From an optimization exercise on the open Yosys and OpenROAD flow, aimed at small area; shortcuts taken in it are not production practice.
In this exercise RTL edits were held to simulation tests only and were not proved equivalent to the original.
Power and IR drop assume default switching activity. No driver is modelled on the clock port, so clocking that relies on it looks cheaper here than on a real chip.

Setup of build 92:
==> flow/design.v (excerpt) <==
module sd_encr_device (
    input wire clk,                     
    input wire rst,                     
    input wire start,                   
    input wire rw_flag,                 
    output wire done,                   
    output wire sd_clk,
    output wire sd_cs_n,
    output wire sd_mosi,
    input  wire sd_miso,
    input wire key_rw,                  
    input wire key_sel,                 
    input wire [511:0] key_data_in,     
    output wire [511:0] key_data_out    
);
Settings: LEC_CHECK=0, CAP_MARGIN=20, CORE_MARGIN=2, CORE_UTILIZATION=50, CTS_BUF_LIST=sky130_fd_sc_hd__clkbuf_16, CTS_CLUSTER_DIAMETER=100, CTS_CLUSTER_SIZE=30, PLACE_DENSITY_LB_ADDON=0.1, SLEW_MARGIN=20, SYNTH_HIERARCHICAL=1, SYNTH_MINIMUM_KEEP_SIZE=0; clock period 10.0 ns.
standard.sh (not shown) runs the stock make flow with config.mk's settings and CLKGATE_MAP_FILE= SYNTH_SCRIPT=/design/flow/synth_recipe.tcl, a recipe that flattens the netlist after the stock synthesis.
==> flow/flow/run.sh <==
#!/bin/bash
# The standard layout (standard.sh) with three changes:
#  - flow/downsize.tcl runs before floorplanning (PRE_FLOORPLAN_TCL): each
#    combinational cell of the synthesized netlist gets the smallest drive
#    strength of its type; repair_design/repair_timing size up what needs it.
#  - the buffer on every input and output port is sky130_fd_sc_hd__buf_1
#    instead of the cell buffer_ports picks itself.
#  - clock tree synthesis gets the same arguments ORFS builds from the
#    CTS_* settings in config.mk, plus -dont_use_dummy_load (no balancing
#    load cells on the clock tree).
# Synthesis is standard.sh's, unchanged. make's full output goes to
# standard_finish.log here; ORFS's per-step logs are under orfs/logs.
set -euo pipefail
cd "$(dirname "${BASH_SOURCE[0]}")/.."
bash standard.sh \
  "PRE_FLOORPLAN_TCL=$PWD/flow/downsize.tcl" \
  "BUFFER_PORTS_ARGS=-buffer_cell sky130_fd_sc_hd__buf_1" \
  "CTS_ARGS=-sink_clustering_enable -repair_clock_nets -sink_clustering_size 30 -sink_clustering_max_diameter 100 -buf_list sky130_fd_sc_hd__clkbuf_16 -dont_use_dummy_load" \
  finish > standard_finish.log 2>&1
==> flow/flow/downsize.tcl <==
# PRE_FLOORPLAN hook: give every combinational cell of the synthesized
# netlist the smallest-area drive strength of its own type (same function and
# pins). Registers, clock cells and anything else are left as they are.
# repair_design and repair_timing later size up whatever needs it.
set db [ord::get_db]
set block [ord::get_db_block]
set skip {^(df|edf|sdf|sedf|dl|sdl|clk|tap|fill|decap|conb|lpflow|probe|diode|ebuf|einv)}
set swapped 0
foreach inst [$block getInsts] {
  set m [$inst getMaster]
  set name [$m getName]
  if {![regexp {^sky130_fd_sc_hd__([a-z0-9]+)_([0-9]+)$} $name -> base size]} { continue }
  if {[regexp $skip $base]} { continue }
  set best $m
  set best_area [expr {[$m getWidth] * [$m getHeight]}]
  foreach s {0 1 2 4} {
    set c [$db findMaster sky130_fd_sc_hd__${base}_$s]
    if {$c == "NULL" || $c == ""} { continue }
    set a [expr {[$c getWidth] * [$c getHeight]}]
    if {$a < $best_area} { set best $c; set best_area $a }
  }
  if {$best != $m} {
    $inst swapMaster $best
    incr swapped
  }
}
puts "downsize.tcl: swapped $swapped instances to smaller drive strengths"
Build 92 did not stop at any stage, and its layout met the timing, DRC and antenna checks.
What build 9 does differently from build 92 at the input level:
Settings: CORE_UTILIZATION now 45, was 50; PLACE_DENSITY_LB_ADDON now 0.2, was 0.1.
Results
On die outline area, build 9 does worse than build 92. Non-filler instance count after layout for build 9: 230 up relative to build 92. | detailed placement HPWL | lower: build 9 |. Build 9 leaves less setup margin than build 92. When the final numbers for build 92 and build 9 were put side by side, the period utilization turned out to be smaller in build 92. There was hardly any difference in number of global-route vias before repair between build 92 and build 9. Build 9 falls short of build 92 in final period demand of the worst path.
> inputs changed (build 9 -> build 49)
==> flow/flow/run.sh <==
#!/bin/bash
# The standard layout (standard.sh) with two changes:
#  - flow/downsize.tcl runs before floorplanning (PRE_FLOORPLAN_TCL): each
#    combinational cell of the synthesized netlist gets the smallest drive
#    strength of its type; repair_design/repair_timing size up what needs it.
#  - the buffer on every input and output port is sky130_fd_sc_hd__buf_1
#    instead of the cell buffer_ports picks itself.
# Synthesis is standard.sh's, unchanged. make's full output goes to
# standard_finish.log here; ORFS's per-step logs are under orfs/logs.
set -euo pipefail
cd "$(dirname "${BASH_SOURCE[0]}")/.."
bash standard.sh \
  "PRE_FLOORPLAN_TCL=$PWD/flow/downsize.tcl" \
  "BUFFER_PORTS_ARGS=-buffer_cell sky130_fd_sc_hd__buf_1" \
  finish > standard_finish.log 2>&1
==> comparison <==
Status: clock latency at the later pin of the worst-skew pair parity (build 9, build 49)
Build 9 -> build 49: met2 capacity usage during global routing flat
Re detailed placement HPWL: no difference whatsoever between build 9 and build 49.
From build 49 to build 9, buffer levels on the longest clock path did not move at all.
Looking at end of the critical path, the u_regfile.lo_n[96] result is from build 9; the u_regfile.lo_n[100] one comes from build 49.
Comparing build 49 with build 9, the final wirelength came out essentially unchanged.
In the tables for build 49 and build 9, final area reads higher with build 49.
[build 49] setup slack rose 0.047 ns relative to build 9
What build 8 does differently from build 49 at the input level:
Settings: changing CTS_CLUSTER_SIZE from 30 to 40; changing CTS_CLUSTER_DIAMETER from 100 to 60.
==> flow/flow/run.sh <==
#!/bin/bash
# The standard layout (standard.sh) with three changes:
#  - flow/downsize.tcl runs before floorplanning (PRE_FLOORPLAN_TCL): each
#    combinational cell of the synthesized netlist gets the smallest drive
#    strength of its type; repair_design/repair_timing size up what needs it.
#  - the buffer on every input and output port is sky130_fd_sc_hd__buf_1
#    instead of the cell buffer_ports picks itself.
#  - clock tree synthesis gets the same arguments ORFS builds from the
#    CTS_* settings in config.mk, plus -dont_use_dummy_load (no balancing
#    load cells on the clock tree).
# Synthesis is standard.sh's, unchanged. make's full output goes to
# standard_finish.log here; ORFS's per-step logs are under orfs/logs.
set -euo pipefail
cd "$(dirname "${BASH_SOURCE[0]}")/.."
bash standard.sh \
  "PRE_FLOORPLAN_TCL=$PWD/flow/downsize.tcl" \
  "BUFFER_PORTS_ARGS=-buffer_cell sky130_fd_sc_hd__buf_1" \
  "CTS_ARGS=-sink_clustering_enable -repair_clock_nets -sink_clustering_size 40 -sink_clustering_max_diameter 60 -buf_list sky130_fd_sc_hd__clkbuf_16 -dont_use_dummy_load" \
  finish > standard_finish.log 2>&1
[summary]
Going from build 49 to build 8, total length of routed met2 wires was more or less identical, number of global-route vias before repair went up about 1%. On proportion of total power due to net switching: build 8 sits below build 49. The run with more setup slack is build 8; build 49 has less. [compare] base=build 49 new=build 8: portion of the clock cycle consumed by the worst path in the final layout shows no meaningful change, routed wire length went up, worst hold slack moved down, utilization increased 0.66 points, count of clock-buffer cells in the layout went up. Build 8 contains more vias than build 49.
Input changes introduced in build 44 (baseline for comparison: build 8):
Settings: changing SLEW_MARGIN from 20 to 0; changing CAP_MARGIN from 20 to 0; changing CTS_CLUSTER_DIAMETER from 60 to 100; changing CTS_CLUSTER_SIZE from 40 to 30.
-- flow/flow/run.sh --
<<< build 8, line 17
  "BUFFER_PORTS_ARGS=-buffer_cell sky130_fd_sc_hd__buf_1" \
  "CTS_ARGS=-sink_clustering_enable -repair_clock_nets -sink_clustering_size 40 -sink_clustering_max_diameter 60 -buf_list sky130_fd_sc_hd__clkbuf_16 -dont_use_dummy_load" \
  finish > standard_finish.log 2>&1
>>> build 44, line 17
  "BUFFER_PORTS_ARGS=-buffer_cell sky130_fd_sc_hd__buf_1" \
  "CTS_ARGS=-sink_clustering_enable -repair_clock_nets -sink_clustering_size 30 -sink_clustering_max_diameter 100 -buf_list sky130_fd_sc_hd__clkbuf_16 -dont_use_dummy_load" \
  finish > standard_finish.log 2>&1
--- outcome ---
Build 44 went all the way through synthesis, placement and routing and the layout is clean on timing, DRC and antenna.
Worst setup slack after layout is lower on build 44
Gate count after technology mapping came out exactly the same in build 8 and build 44.
Build 44 gives more fraction of area in multi-input gates than build 8 did.
Taking build 8 as the reference, in build 44 global-route usage decreased 0.19 points, final cell count decreased 55.
Diff build 8 -> build 44 | leakage power summed over all cells | decrease of 2.1%
Final cell area excluding filler cells, build 8 and build 44: smaller value in build 44
The worst hold slack reported for build 44 is smaller than that of build 8 by 0.0061 ns.
Against build 8, build 44 comes in 810 µm higher on routed metal-1 wirelength.

---

Another version of the RTL of sd_encr_device (not shown whole).
Size: about 5400 cells after synthesis, ~2100 flip-flops, about 1000 I/O pins, roughly 79000 sq um of cells after synthesis.
clock: 10.0 ns
lec_check: 0
cap_margin: 20
core_margin: 2
core_utilization: 45
cts_buf_list: sky130_fd_sc_hd__clkbuf_4 sky130_fd_sc_hd__clkbuf_8
place_density_lb_addon: 0.2
slew_margin: 20
==> flow/flow/run.sh <==
#!/bin/bash
# The standard layout (standard.sh: standard synthesis, floorplan, place,
# CTS, route, finish) with one change: the buffer on every input and output
# port is sky130_fd_sc_hd__buf_1 instead of the cell buffer_ports picks itself.
set -euo pipefail
cd "$(dirname "${BASH_SOURCE[0]}")/.."
bash standard.sh "BUFFER_PORTS_ARGS=-buffer_cell sky130_fd_sc_hd__buf_1" finish > standard_finish.log 2>&1
Change:
==> flow/run.sh (new file) <==
#!/bin/bash
# synth_recipe.tcl (not shown) runs the flow's synth.tcl, then flattens the netlist and writes it again
# the make line also repeats each setting of config.mk as NAME=value (left out here)
make -C /OpenROAD-flow-scripts/flow DESIGN_CONFIG=/design/flow/config.mk WORK_HOME=/design/flow/orfs CLKGATE_MAP_FILE= SYNTH_SCRIPT=/design/flow/synth_recipe.tcl finish
Settings changed: CTS_BUF_LIST sky130_fd_sc_hd__clkbuf_4 sky130_fd_sc_hd__clkbuf_8 to unset.
removed: flow/flow/run.sh
removed: flow/standard.sh
Outcome:
- final area grows by 6.6%
- die area stays the same
- synthesized area is unchanged
- sequential cell count does not change

==> static timing again, ports no longer ideal <==
In the flow no input, the clock included, has a driving cell. The finished layouts below were timed again as built, in two steps. Step 1 assumes that a clkbuf_16 drives the clock port and a buf_2 every other input. Step 2 adds t to the input delays and takes it off the output delays; t is the mean of the earliest and latest rising clock arrival at the registers after step 1. Input paths then give back, and output paths get back, about the clock's delay inside the block. Slacks: ideal / step 1 / step 2; pairs: ideal / step 1.
| run | t (ns) | setup WS [ns] | worst register clock-pin slew, ns | worst slew at a driven data input, ns |
|---|---|---|---|---|
| build 92 | 0.779 | 5.059 / 5.108 / 4.328 | 0.12 / 0.12 | 0.25 |
| build 9 | 0.775 | 4.907 / 4.969 / 4.194 | 0.12 / 0.12 | 0.21 |
| build 49 | 0.818 | 4.953 / 5.017 / 4.199 | 0.12 / 0.12 | 0.21 |
| build 8 | 0.814 | 4.957 / 5.020 / 4.206 | 0.11 / 0.11 | 0.20 |
| build 44 | 0.775 | 4.907 / 4.969 / 4.194 | 0.12 / 0.12 | 0.21 |
| the first run of note 2 | 1.129 | 4.971 / 4.894 / 4.087 | 0.07 / 0.07 | 0.19 |
| the second run of note 2 | 0.930 | 4.687 / 4.601 / 4.118 | 0.07 / 0.07 | 0.20 |
After both steps every run listed still meets setup and hold. The setup slack of the first run of note 2, which loses most, moves by -0.077 ns with the drivers and by -0.884 ns with both steps.
